Background: an optimization exercise with open tools, aiming at small area. Do not read the settings as production practice.
The RTL was checked by simulation tests, not by an equivalence proof against the original design.
No activity file was given, so power comes from the tool's default toggle rates.

==> module alu_6_bit, before the edit <==
module alu_6_bit(
  input         CLK_I,
  input         RST_N_I,
  input  [5:0]  DATA_IN_1_I,
  input  [5:0]  DATA_IN_2_I,
  input  [5:0]  CONTROL_I,
  input         EN_I,
  output [11:0] DATA_OUT_O,
  output        DONE_O,
  output        BUSY_O
);
reg  [2:0]  st_r;
reg         pre_en_r;
reg  [11:0] res_r;
reg  [11:0] data_out_r;
reg  [3:0]  op_r;
wire [5:0] a = res_r[11:6];
wire [5:0] b = res_r[5:0];
wire [3:0] c = op_r;
wire idle  = ~st_r[2] | (st_r[1] & st_r[0]);
wire sel   = st_r[2] & ~st_r[1];
wire exec  = st_r[2] & st_r[1] & ~st_r[0];
wire start = idle & EN_I & ~pre_en_r;
wire valid = (CONTROL_I[5:4] == 2'b00) && (CONTROL_I[3:0] != 4'd0) && (CONTROL_I[3:0] <= 4'd12);
wire op_add = c[3:0] == 4'd1;
wire op_sub = c[3:0] == 4'd2;
wire op_mul = c[3:0] == 4'd3;
wire op_div = c[3:0] == 4'd4;
wire op_and = c[3:0] == 4'd5;
wire op_or  = c[3:0] == 4'd6;
wire op_not = c[3:0] == 4'd7;
wire op_xor = c[3:0] == 4'd8;
wire op_shl = c[3:0] == 4'd9;
wire op_shr = c[3:0] == 4'd10;
wire op_rr  = c[3:0] == 4'd11;
wire op_rl  = c[3:0] == 4'd12;
wire op_sh  = op_shl | op_shr | op_rr | op_rl;
wire [2:0] bm6 = b % 6'd6;
wire       left = op_shl | op_rl;
wire [2:0] ramt = op_sh & ~op_rr & ~op_rl & (b >= 6'd6) ? 3'd7 : (op_shl | op_shr) ? b[2:0] : bm6;
wire [2:0] damt = left ? ramt : ((ramt == 3'd0) ? 3'd0 : 3'd6 - ramt);
wire [5:0] onehot = (ramt == 3'd7) ? 6'd0 : (6'd1 << damt);
wire       op_as = op_add | op_sub;
wire       op_lg = op_and | op_or | op_xor;
wire       inj   = op_as | op_lg;
wire [5:0] m = op_sh ? onehot : inj ? 6'd1 : b;
wire [5:0] bx = b ^ {6{op_sub}};
wire       c0 = op_as & (op_sub ? (a[0] | ~b[0]) : (a[0] & b[0]));
wire [5:0] pp [0:5];
wire [5:0] s  [0:5];
wire [5:0] cc [0:5];
wire [11:0] p;
genvar i, j;
generate
  for (i = 0; i < 6; i = i + 1) begin : g_pp
    for (j = 0; j < 6; j = j + 1) begin : g_pj
      if (i == 1 && j < 5) begin : g_as
        assign pp[i][j] = (a[j] & m[i]) | (bx[j+1] & inj);
      end else if (i == 0 && j == 0) begin : g_b0
        assign pp[i][j] = (a[j] & m[i]) ^ (b[0] & inj);
      end else begin : g_mul
        assign pp[i][j] = a[j] & m[i];
      end
    end
  end
  assign s[0]  = pp[0];
  assign cc[0] = {5'd0, c0};
  for (i = 1; i < 6; i = i + 1) begin : g_row
    for (j = 0; j < 6; j = j + 1) begin : g_col
      wire x = pp[i][j];
      wire y = (j < 5) ? s[i-1][j+1] : 1'b0;
      wire z = cc[i-1][j];
      assign s[i][j]  = x ^ y ^ z;
      assign cc[i][j] = (x & y) | (z & (x ^ y));
    end
  end
  for (i = 0; i < 6; i = i + 1) begin : g_lo
    assign p[i] = s[i][0];
  end
endgenerate
wire [5:0] fc;
assign fc[0] = 1'b0;
generate
  for (j = 0; j < 5; j = j + 1) begin : g_fin
    wire x = s[5][j+1];
    wire z = cc[5][j];
    assign p[6+j]  = x ^ z ^ fc[j];
    assign fc[j+1] = (x & z) | (fc[j] & (x ^ z));
  end
endgenerate
assign p[11] = fc[5] ^ cc[5][5];
wire [5:0] q;
wire [5:0] bz;    
assign bz[0] = 1'b1;
generate
  for (i = 1; i < 6; i = i + 1) begin : g_bz
    assign bz[i] = bz[i-1] & ~b[6-i];
  end
endgenerate
wire [5:0] rm [0:6];
assign rm[6] = 6'd0;
generate
  for (i = 5; i >= 0; i = i - 1) begin : g_div
    localparam integer W = 6 - i;           
    wire [W-1:0] r = {rm[i+1][W-2 >= 0 ? W-2 : 0:0], a[i]};
    wire [W:0]   bw;                       
    wire [W-1:0] d;
    assign bw[0] = 1'b0;
    for (j = 0; j < W; j = j + 1) begin : g_b
      assign d[j]    = r[j] ^ b[j] ^ bw[j];
      assign bw[j+1] = (~r[j] & b[j]) | (bw[j] & ~(r[j] ^ b[j]));
    end
    assign q[i] = bz[W-1 < 5 ? 6 - W : 0] & ~bw[W];
    if (W < 6) begin : g_r
      wire [W-1:0] nr = r ^ ({W{q[i]}} & (b[W-1:0] ^ bw[W-1:0]));
      assign rm[i] = {{(6-W){1'b0}}, nr};
    end else begin : g_r0
      assign rm[i] = 6'd0;
    end
  end
endgenerate
wire ld = sel;
wire k_and = (op_and | op_or) & ld;
wire k_xor = (op_or | op_xor) & ld;
wire k_not = op_not & ld;
wire e_lo  = (op_mul | op_as | op_shl | op_rr | op_rl | (op_shr & (b == 6'd0))) & ld;
wire e_hi  = (op_shr | op_rr | op_rl) & ld;
wire e_div = op_div & ld;
wire e_mul = (op_mul | op_add) & ld;
wire e_up  = op_mul & ld;
wire fill  = k_not | (op_sub & ld & ~p[6]);
wire [5:0] xor_v = {s[1][4:0], p[0]};
wire [5:0] and_v = {cc[1][4:0], a[0] & b[0]};
wire [5:0] logic_r = (and_v & {6{k_and}}) | (xor_v & {6{k_xor}}) | (~a & {6{k_not}});
wire [11:0] alu;
wire [11:0] hold = {DATA_IN_1_I, DATA_IN_2_I} & {12{~sel}};
assign alu[5:0]  = (p[5:0] & {6{e_lo}}) | (p[11:6] & {6{e_hi}}) |
                   (q & {6{e_div}}) | logic_r | hold[5:0];
assign alu[6]    = (p[6] & e_mul) | fill | hold[6];
assign alu[11:7] = (p[11:7] & {5{e_up}}) | {5{fill}} | hold[11:7];
always @(posedge CLK_I) begin
  pre_en_r <= RST_N_I & EN_I;
  op_r  <= CONTROL_I[3:0];
  res_r <= alu;
  if (~RST_N_I)
    st_r <= 3'b000;
  else if (start)
    st_r <= {2'b10, ~valid};
  else if (sel)
    st_r <= {2'b11, st_r[0]};
  else
    st_r <= 3'b001;
  if (~RST_N_I | (idle & ~start))
    data_out_r <= 12'd0;
  else if (exec)
    data_out_r <= res_r;
end
assign DATA_OUT_O = data_out_r;
assign BUSY_O     = st_r[2];
assign DONE_O     = ~st_r[2] & st_r[0];
endmodule
clock: 10.0 ns
lec_check: 0
abc_area: 1
cap_margin: 0
core_margin: 2
core_utilization: 55
gpl_timing_driven: 0
slew_margin: 0
standard.sh (not shown) runs the stock make flow with config.mk's settings and CLKGATE_MAP_FILE= SYNTH_SCRIPT=/design/flow/synth_recipe.tcl, a recipe that flattens the netlist after the stock synthesis.
==> flow/flow/run.sh <==
#!/bin/bash
# Layout flow: the standard synthesis; then the combinational cells are
# re-mapped for area with yosys/abc in a few variants (registers keep their
# cells and names), the smallest variant is proven equivalent to the standard
# netlist and replaces it; then the standard layout from floorplan on,
# with plain buffers (buf_1) on the ports and a clock tree without dummy
# loads. Each tool's output goes to its own log file in this folder.
set -euo pipefail
here=$(pwd)
export BUFFER_PORTS_ARGS="-buffer_cell sky130_fd_sc_hd__buf_1"
export CTS_ARGS="-root_buf sky130_fd_sc_hd__clkbuf_4 -buf_list sky130_fd_sc_hd__clkbuf_4 -dont_use_dummy_load -repair_clock_nets"
bash standard.sh synth > log_synth.txt 2>&1

res=$(ls -d "$here"/orfs/results/*/alu_6_bit/base)
lib=$FLOW_HOME/platforms/$FLOW_PLATFORM/lib/sky130_fd_sc_hd__tt_025C_1v80.lib
cp "$res/1_2_yosys.v" "$here/std_1_2_yosys.v"
python3 "$here/flow/mkmap.py" "$lib" "$here/comb_map.v" > log_mkmap.txt 2>&1
dontuse=$(sed -n '/DONT_USE_CELLS/,/^$/p' "$FLOW_HOME/platforms/$FLOW_PLATFORM/config.mk" | grep -o 'sky130_fd_sc_hd__[a-z0-9_]*' | sed 's/^/-dont_use /' | tr '\n' ' ')
fill() {  # fill TEMPLATE OUT VARIANT EXTRAMAP
  sed -e "s|{LIB}|$lib|g" -e "s|{NET}|$here/std_1_2_yosys.v|" -e "s|{TOP}|$FLOW_TOP|g" \
      -e "s|{MAP}|$here/comb_map.v|" -e "s|{EXTRAMAP}|$4|" -e "s|{SEQ}|$here/flow/cells_seq.v|" \
      -e "s|{DONTUSE}|$dontuse|" -e "s|{ABC}|$here/flow/resyn.abc|" \
      -e "s|{STAT}|$here/resyn_$3_stat.txt|" -e "s|{OUT}|$here/resyn_$3.v|" "$1" > "$2"
}
fill "$here/flow/resyn.ys" "$here/resyn_keep.ys" keep ""
fill "$here/flow/resyn.ys" "$here/resyn_ha.ys" ha "-map $here/flow/cells_ha.v"
fill "$here/flow/resyn.ys" "$here/resyn_all.ys" all "-map $here/flow/cells_adders.v"
for v in keep ha all; do
  ( yosys -s "$here/resyn_$v.ys" > "log_resyn_$v.txt" 2>&1 || rm -f "$here/resyn_$v.v" ) &
done
wait
best=""; best_area=""
for v in keep ha all; do
  [[ -s "$here/resyn_$v.v" && -s "$here/resyn_${v}_stat.txt" ]] || continue
  a=$(grep 'Chip area' "$here/resyn_${v}_stat.txt" | awk '{print $NF}')
  echo "$v $a" >> log_choice.txt
  if [[ -z "$best" ]] || awk -v x="$a" -v y="$best_area" 'BEGIN{exit !(x<y)}'; then best=$v; best_area=$a; fi
done
if [[ -n "$best" ]]; then
  fill "$here/flow/equiv.ys" "$here/equiv_run.ys" "$best" ""
  if timeout 1200 yosys -s "$here/equiv_run.ys" > log_equiv.txt 2>&1; then
    cp "$here/resyn_$best.v" "$res/1_2_yosys.v"
    rm -f "$res/1_synth.odb" "$res/1_synth.sdc"
    echo "used $best ($best_area), proven equivalent" >> log_choice.txt
  else
    echo "$best not proven equivalent, keeping the standard netlist" >> log_choice.txt
  fi
else
  echo "re-mapping failed, keeping the standard netlist" >> log_choice.txt
fi
bash standard.sh > log_layout.txt 2>&1
Other scripts of this flow, unchanged in this note and not shown: flow/flow/cells_adders.v, flow/flow/cells_ha.v, flow/flow/cells_seq.v, flow/flow/equiv.ys, flow/flow/mkmap.py, flow/flow/resyn.abc, flow/flow/resyn.ys
Then changed:
--- a/flow/design.v
+++ b/flow/design.v
@@ -110,11 +110,11 @@
       assign d[j]    = r[j] ^ b[j] ^ bw[j];
       assign bw[j+1] = (~r[j] & b[j]) | (bw[j] & ~(r[j] ^ b[j]));
     end
     assign q[i] = bz[W-1 < 5 ? 6 - W : 0] & ~bw[W];
     if (W < 6) begin : g_r
-      wire [W-1:0] nr = r ^ ({W{q[i]}} & (b[W-1:0] ^ bw[W-1:0]));
+      wire [W-1:0] nr = q[i] ? d : r;
       assign rm[i] = {{(6-W){1'b0}}, nr};
     end else begin : g_r0
       assign rm[i] = 6'd0;
     end
   end
The changed run finished clean.
Clock-buffer cell count stays the same.
Setup slack loses 1.9 ns.
Sequential power increases by roughly a tenth.
Cell area climbs by a few percent.
Sequential share of layout area falls by 0.41 points.
Via count fell by a few percent.

what the ideal ports hide:
No port has a modelled driver above. Below, the same layouts with a new extraction and two added sets of constraints.
Step 1 sets driving cells, clkbuf_16 on the clock port and buf_2 on the other inputs (assumed; they add their load-dependent delay and slew).
Step 2 also shifts input and output timing later by t, the mid clock arrival at the registers, as if the neighbouring blocks saw the same clock.
a / b / c = ideal ports / drivers / drivers and shift; a / b = the first two.
run	shift t [ns]	slack for setup (ns)	hold slack, ns	latest minus earliest clock arrival (ns)
the first run	0.356	2.421 / 2.421 / 2.421	0.467 / 0.467 / 0.467	0.031 / 0.031
the second run	0.356	0.560 / 0.560 / 0.560	0.465 / 0.465 / 0.465	0.033 / 0.033
After both steps setup and hold are still met in every run listed.
